What follows belongs to an exercise in optimizing a design on an open flow for small area, a short achievable clock period and few clock cycles per item; a production flow would make more cautious choices. Only simulation tests tie the RTL to the original design; equivalence was not proved. Power and IR drop assume default switching activity.

## v44
==> flow/design.v <==
`timescale 1ns/1ps
module MODULE_STATIC_PROCESS (
    input clk,
    input rst,
    input [3:0] state_info,
    input [11:0] read_from_aux,
    input [11:0] read_from_ram,
    output reg [11:0] write2aux,
    output reg [11:0] write2ram,
    output reg [9:0] write2aux_addr,
    output reg [9:0] read_from_aux_addr,
    output reg [18:0] write2ram_addr,
    output reg [18:0] read_from_ram_addr,
    output reg ena_write_ram,
    output done
);
localparam [2:0] S_IDLE = 3'd0, S_FILT = 3'd1, S_HCLR = 3'd2, S_HCNT = 3'd3,
                 S_TA   = 3'd4, S_TC   = 3'd5, S_TW   = 3'd6, S_DONE = 3'd7;
reg [2:0] state;
reg       done_r;
assign done = done_r;
reg [1:0] op;             
wire op_blur   = (op == 2'd2);
wire op_emboss = (op == 2'd3);
wire [18:0] t = read_from_ram_addr;
wire [9:0]  ra = read_from_aux_addr;
wire in_filt = (state == S_FILT);
wire in_hcnt = (state == S_HCNT);
reg [11:0] px;
wire [3:0] R = px[11:8], G = px[7:4], B = px[3:0];
wire [47:0]  hR_T, hB_T;
wire [63:0]  hG_T;
wire [111:0] rR_T, rG_T, rB_T;
genvar gi;
generate
  for (gi = 0; gi < 16; gi = gi + 1) begin : tabs
    assign hR_T[gi*3 +: 3] = (30 * gi) / 100;
    assign hG_T[gi*4 +: 4] = (59 * gi) / 100;
    assign hB_T[gi*3 +: 3] = (11 * gi) / 100;
    assign rR_T[gi*7 +: 7] = (30 * gi) % 100;
    assign rG_T[gi*7 +: 7] = (59 * gi) % 100;
    assign rB_T[gi*7 +: 7] = (11 * gi) % 100;
  end
endgenerate
wire [2:0] hR = hR_T[R*3 +: 3], hB = hB_T[B*3 +: 3];
wire [3:0] hG = hG_T[G*4 +: 4];
wire [6:0] rR = rR_T[R*7 +: 7], rG = rG_T[G*7 +: 7], rB = rB_T[B*7 +: 7];
wire [8:0] sr = rR + rG + rB;
wire c2 = (sr >= 9'd200), c1 = (sr >= 9'd100);
wire [6:0] m1 = c2 ? sr - 9'd200 : c1 ? sr - 9'd100 : sr;
wire [3:0] g1 = hR + hG + hB + {c2, c1 & ~c2};
reg [3:0] pg;             
reg [6:0] pm;             
reg [3:0] e2;
integer j;
always @* begin
  e2 = 4'd0;
  case (op)
    2'd0: for (j = 1; j < 9; j = j + 1) if (pm >= (100 * j + 8) / 9) e2 = j;
    2'd1: for (j = 1; j < 8; j = j + 1) if (pm >= (100 * j + 7) / 8) e2 = j;
    2'd2: for (j = 1; j < 4; j = j + 1) if (pm >= 25 * j) e2 = j;
    default: e2 = 4'd0;
  endcase
end
reg [11:0] ea;
reg [3:0]  eg, ee;
reg        ez, ew;        
reg        row0;          
wire [3:0] nTg = ea[11:8], nMg = ea[7:4], nBg = eg;
wire       nTh = ea[3],    nMh = ea[1],   nBh = ee[1];
wire [3:0] nMe = op_blur ? {2'b00, ea[1:0]} : ea[3:0];
wire [4:0] sT = op_blur ? {nTg, nTh} : {1'b0, nTg};
wire [4:0] sM = op_blur ? {nMg, nMh} : {1'b0, nMg};
wire [4:0] sB = op_blur ? {nBg, nBh} : {1'b0, nBg};
wire [3:0] dT = nTg;
wire [6:0] pN = dT + sM + nBg;                            
wire [6:0] plN = ew ? 7'd0 : op_emboss ? {3'd0, dT} : pN;
wire [6:0] prN = ez ? 7'd0 : op_emboss ? {3'd0, nBg} : pN;
wire [6:0] udN = sT + sB;
reg  [7:0] vN;
always @* begin
  case (op)
    2'd0: vN = nMg * 4'd9 + nMe;
    2'd1: vN = {1'b0, nMg, nMe[2:0]};
    default: vN = {2'b00, nMg, nMe[1:0]};
  endcase
end
wire subL = ~op[1];               
wire subR = ~op_blur;
wire [8:0] wN = op_emboss ? 9'd8 : vN + ({2'b00, udN} ^ {9{subL}}) + {subL, subL};
wire [8:0] lN = {2'b00, plN} ^ {9{subL}};
wire [8:0] rN = {2'b00, prN} ^ {9{subR}};
reg [8:0] w1;
reg [8:0] pl1, pl0;
wire [8:0] tot = w1 + pl0 + rN;
wire [3:0] res = op_blur ? tot[7:4] : (tot[8] ? 4'd0 : tot[3:0]);
reg        cp;            
reg [3:0]  cpb;           
reg        hb1;           
reg [3:0]  hbb;           
reg        hv1, hv2;
wire [11:0] hbase = ({1'b0, ra[4:0]} == write2aux_addr[5:0]) ? write2aux : read_from_aux;
wire [12:0] hnew = hbase + 13'd1;
wire        hcarry = hv2 & ~ra[4] & hnew[12];
wire        hold = in_hcnt & cp;
wire        hclr_last = (state == S_HCLR) && (ra[4:0] == 5'd31);
wire [3:0]  bin = ra[3:0];
wire [9:0]  ra_inc = ra + 10'd1;
wire [11:0] t_lo = t[11:0] + 12'd1;
wire [6:0]  t_hi = t[18:12] + {6'd0, (state == S_TW) | (&t[11:0])};
wire [18:0] t_inc = {t_hi, t_lo};
wire        tw_jump = (state == S_TW) && (t[17:12] == 6'd0) && !firstrow;
wire [18:0] wa_next = write2ram_addr + (tw_jump ? -19'd679 : 19'd1);
wire [11:0] dcnt = t[11:0];
wire [5:0]  col = t[17:12];
reg         rowok, firstrow, tc1;
wire [11:0] dnext = (tc1 ? {1'b0, ea[3:0], dcnt[6:0]} : dcnt) - 12'd5;
wire [191:0] colour_T = {12'hFCC, 12'hFEE, 12'h9F9, 12'hEEF, 12'h8CF, 12'hFEB,
                         12'hBFF, 12'hFDB, 12'h9FF, 12'hFED, 12'hCFC, 12'hFFE,
                         12'h0F0, 12'hFFF, 12'hFF0, 12'hFFD};
wire [11:0] colour = colour_T[bin*12 +: 12];
localparam [18:0] T_WON  = 19'd644;       
localparam [18:0] T_WOFF = 19'd307202;    
localparam [18:0] T_HEND = 19'd307206;    
always @(posedge clk) begin
  px <= read_from_ram;
  ea <= read_from_aux;
  pg <= g1;
  pm <= m1;
  eg <= pg;
  ee <= e2;
  ez <= (ra == 10'd0);
  ew <= (ra == 10'd639);
  w1 <= wN;
  pl1 <= lN;
  pl0 <= pl1;
  hv2 <= hv1;
  hb1 <= hold;
  hbb <= cpb;
  cpb <= ra[3:0];
  cp <= in_hcnt & hcarry;
  hv1 <= hold | (in_hcnt & (t <= 19'd307198)) | hclr_last;
  case (state)
    S_FILT: write2ram <= {res, res, res};
    S_TW:   write2ram <= colour;
    default: write2ram <= 12'd0;
  endcase
  case (state)
    S_FILT: begin
      write2aux_addr <= ra;
      write2aux <= {row0 ? 4'd0 : read_from_aux[7:4], pg,
                    op_blur ? {~row0 & read_from_aux[1], 1'b0, e2[1:0]} : e2};
    end
    S_HCLR: begin
      write2aux_addr <= ra;
      write2aux <= 12'd0;
    end
    default: begin
      write2aux_addr <= (in_hcnt & hv2) ? {5'd0, ra[4:0]} : 10'd32;
      write2aux <= hnew[11:0];
    end
  endcase
  case (state)
    S_IDLE: begin
      read_from_aux_addr <= 10'd0;
      write2ram_addr <= 19'd0;
      row0 <= 1'b1;
      read_from_ram_addr <= (state_info[3] && !state_info[2]) ? 19'd1 : 19'd0;
      if (state_info[3]) op <= state_info[1:0];
    end
    S_FILT: begin
      read_from_ram_addr <= t_inc;
      if (t[18:1] != 18'd0)
        read_from_aux_addr <= (ra == 10'd639) ? 10'd0 : ra_inc;
      if (t == 19'd641) row0 <= 1'b0;
      if (ena_write_ram) write2ram_addr <= wa_next;
    end
    S_HCLR: begin
      read_from_ram_addr <= 19'd0;
      read_from_aux_addr <= ra_inc;
    end
    S_HCNT: begin
      if (!cp) read_from_ram_addr <= t_inc;
      write2ram_addr <= t;
      read_from_aux_addr <= (t == T_HEND) ? 10'd0 : {5'd0, hb1, hb1 ? hbb : g1};
    end
    S_TA: begin
      read_from_aux_addr <= {5'd0, 1'b1, bin};
      tc1 <= 1'b1;
      firstrow <= 1'b1;
      read_from_ram_addr[17:12] <= 6'd0;
      write2ram_addr <= 19'd306559 + {bin, 5'd0} + {bin, 3'd0};
    end
    S_TC: begin
      if (read_from_aux_addr[4]) begin
        read_from_ram_addr[11:0] <= {5'd0, ea[11:5]};
        read_from_aux_addr <= {6'd0, bin};
      end else begin
        read_from_ram_addr[11:0] <= dnext;
        tc1 <= 1'b0;
        rowok <= ~dnext[11];
      end
    end
    S_TW: begin
      if (rowok) begin
        write2ram_addr <= wa_next;
        if (col == 6'd39) begin
          read_from_ram_addr[17:12] <= 6'd0;
          firstrow <= 1'b0;
          read_from_ram_addr[11:0] <= dnext;
          rowok <= ~dnext[11];
        end else begin
          read_from_ram_addr[17:12] <= t_hi[5:0];
        end
      end else begin
        read_from_aux_addr <= ra_inc;
      end
    end
    S_DONE: read_from_ram_addr <= 19'd0;
    default: ;
  endcase
end
always @(posedge clk) begin
  if (!rst) begin
    state <= S_IDLE;
    done_r <= 1'b0;
    ena_write_ram <= 1'b0;
  end else begin
    case (state)
      S_IDLE:
        if (state_info[3] && !state_info[2]) state <= S_FILT;
        else if (state_info == 4'd12) state <= S_HCLR;
      S_FILT: begin
        if (t == T_WON) ena_write_ram <= 1'b1;
        if (t == T_WOFF) begin
          ena_write_ram <= 1'b0;
          done_r <= 1'b1;
          state <= S_DONE;
        end
      end
      S_HCLR:
        if (ra[4:0] == 5'd31) state <= S_HCNT;
      S_HCNT: begin
        ena_write_ram <= (t < 19'd307200);
        if (t == T_HEND) state <= S_TA;
      end
      S_TA: state <= S_TC;
      S_TC: if (!tc1) state <= S_TW;
      S_TW: begin
        ena_write_ram <= rowok;
        if (!rowok) begin
          if (bin == 4'd15) begin
            done_r <= 1'b1;
            state <= S_DONE;
          end else begin
            state <= S_TA;
          end
        end
      end
      S_DONE:
        if (!state_info[3]) begin
          done_r <= 1'b0;
          state <= S_IDLE;
        end
      default: ;
    endcase
  end
end
endmodule
export LEC_CHECK = 0
export CAP_MARGIN = 20
export CORE_MARGIN = 2
export CORE_UTILIZATION = 40
export PLACE_DENSITY = 0.6
export SLEW_MARGIN = 20
create_clock -name core_clock -period 29.0 [get_ports {clk}]
standard.sh (not shown) runs the stock make flow with config.mk's settings and CLKGATE_MAP_FILE= SYNTH_SCRIPT=/design/flow/synth_recipe.tcl, a recipe that flattens the netlist after the stock synthesis.
==> flow/flow/run.sh <==
#!/bin/bash
# Standard ORFS layout, with timing repair asked to leave extra setup slack
# at the design's 29 ns clock (the margin ORFS documents for finding a
# design's minimum period without editing the SDC), and port buffers of a
# stronger cell than the default pick.
set -euo pipefail
bash standard.sh SETUP_SLACK_MARGIN=22.4 "BUFFER_PORTS_ARGS=-buffer_cell sky130_fd_sc_hd__buf_2" finish > standard.log 2>&1
Testbench counts of v44, summed over its fixed seeds: cycles 5,410,350, frames 16.
Relative to v44, the following input files were edited for v51:
--- a/flow/flow/run.sh
+++ b/flow/flow/run.sh
@@ -5,3 +5,3 @@
 # stronger cell than the default pick.
 set -euo pipefail
-bash standard.sh SETUP_SLACK_MARGIN=22.4 "BUFFER_PORTS_ARGS=-buffer_cell sky130_fd_sc_hd__buf_2" finish > standard.log 2>&1
+bash standard.sh "BUFFER_PORTS_ARGS=-buffer_cell sky130_fd_sc_hd__buf_2" finish > standard.log 2>&1
Findings:
Of v44 and v51, the higher final-layout clock buffer total belongs to v44. Reported for v44 and v51, setup violation total in the final timing report turned out identical to the last digit. Looking at capture point of the critical path, the read_from_aux_addr[2] result is from v51; the read_from_ram_addr[18] one comes from v44. Area of the multi-input gates delta for v51 relative to v44: 100 µm² lower. Relative to v44, largest vdd supply drop decreased by about 9% in v51. v51 vs. v44: period utilization went up, global-route usage went down, final area went down, number of buffers inserted to repair setup after CTS went down, fraction of area in multi-input gates went up.
Input-level comparison between v40 and v51:
Settings: CTS_BUF_LIST newly set to sky130_fd_sc_hd__clkbuf_8.
--- a/flow/flow/run.sh
+++ b/flow/flow/run.sh
@@ -5,3 +5,3 @@
 # stronger cell than the default pick.
 set -euo pipefail
-bash standard.sh "BUFFER_PORTS_ARGS=-buffer_cell sky130_fd_sc_hd__buf_2" finish > standard.log 2>&1
+bash standard.sh SETUP_SLACK_MARGIN=22 "BUFFER_PORTS_ARGS=-buffer_cell sky130_fd_sc_hd__buf_2" finish > standard.log 2>&1
--- outcome ---
Against v51, v40 comes in 24% lower on worst ir drop on vdd.
Changes observed in v40 relative to v51: data arrival time of the worst path shrank by 270 ps, clock skew about even.

-- re-timing with driven ports --
Ports are ideal in the flow. The routed layouts listed here were re-timed in OpenROAD. Step 1, drivers: a clkbuf_16 drives clk and a buf_2 each remaining input, both assumed. Step 2 adds t to the input delays and takes it off the output delays; t is the mean of the earliest and latest rising clock arrival at the registers after step 1. Input paths then give back, and output paths get back, about the clock's delay inside the block. a / b / c = no drivers / after step 1 / after step 2; a / b = the first two.
run	t (ns)	setup slack, ns	hold slack, ns	worst setup path at the end	slew at the worst register clock pin (ns)
v44	0.489	22.112 / 22.058 / 21.806	0.327 / 0.327 / 0.327	input to register	0.08 / 0.08
v51	0.487	21.709 / 21.657 / 21.569	0.317 / 0.317 / 0.317	input to register	0.08 / 0.08
v40	0.516	21.983 / 21.939 / 21.682	0.329 / 0.329 / 0.329	input to register	0.10 / 0.10
After both steps every run listed still meets setup and hold. The setup slack of v44, which loses most, moves by -0.054 ns with the drivers and by -0.306 ns with both steps.
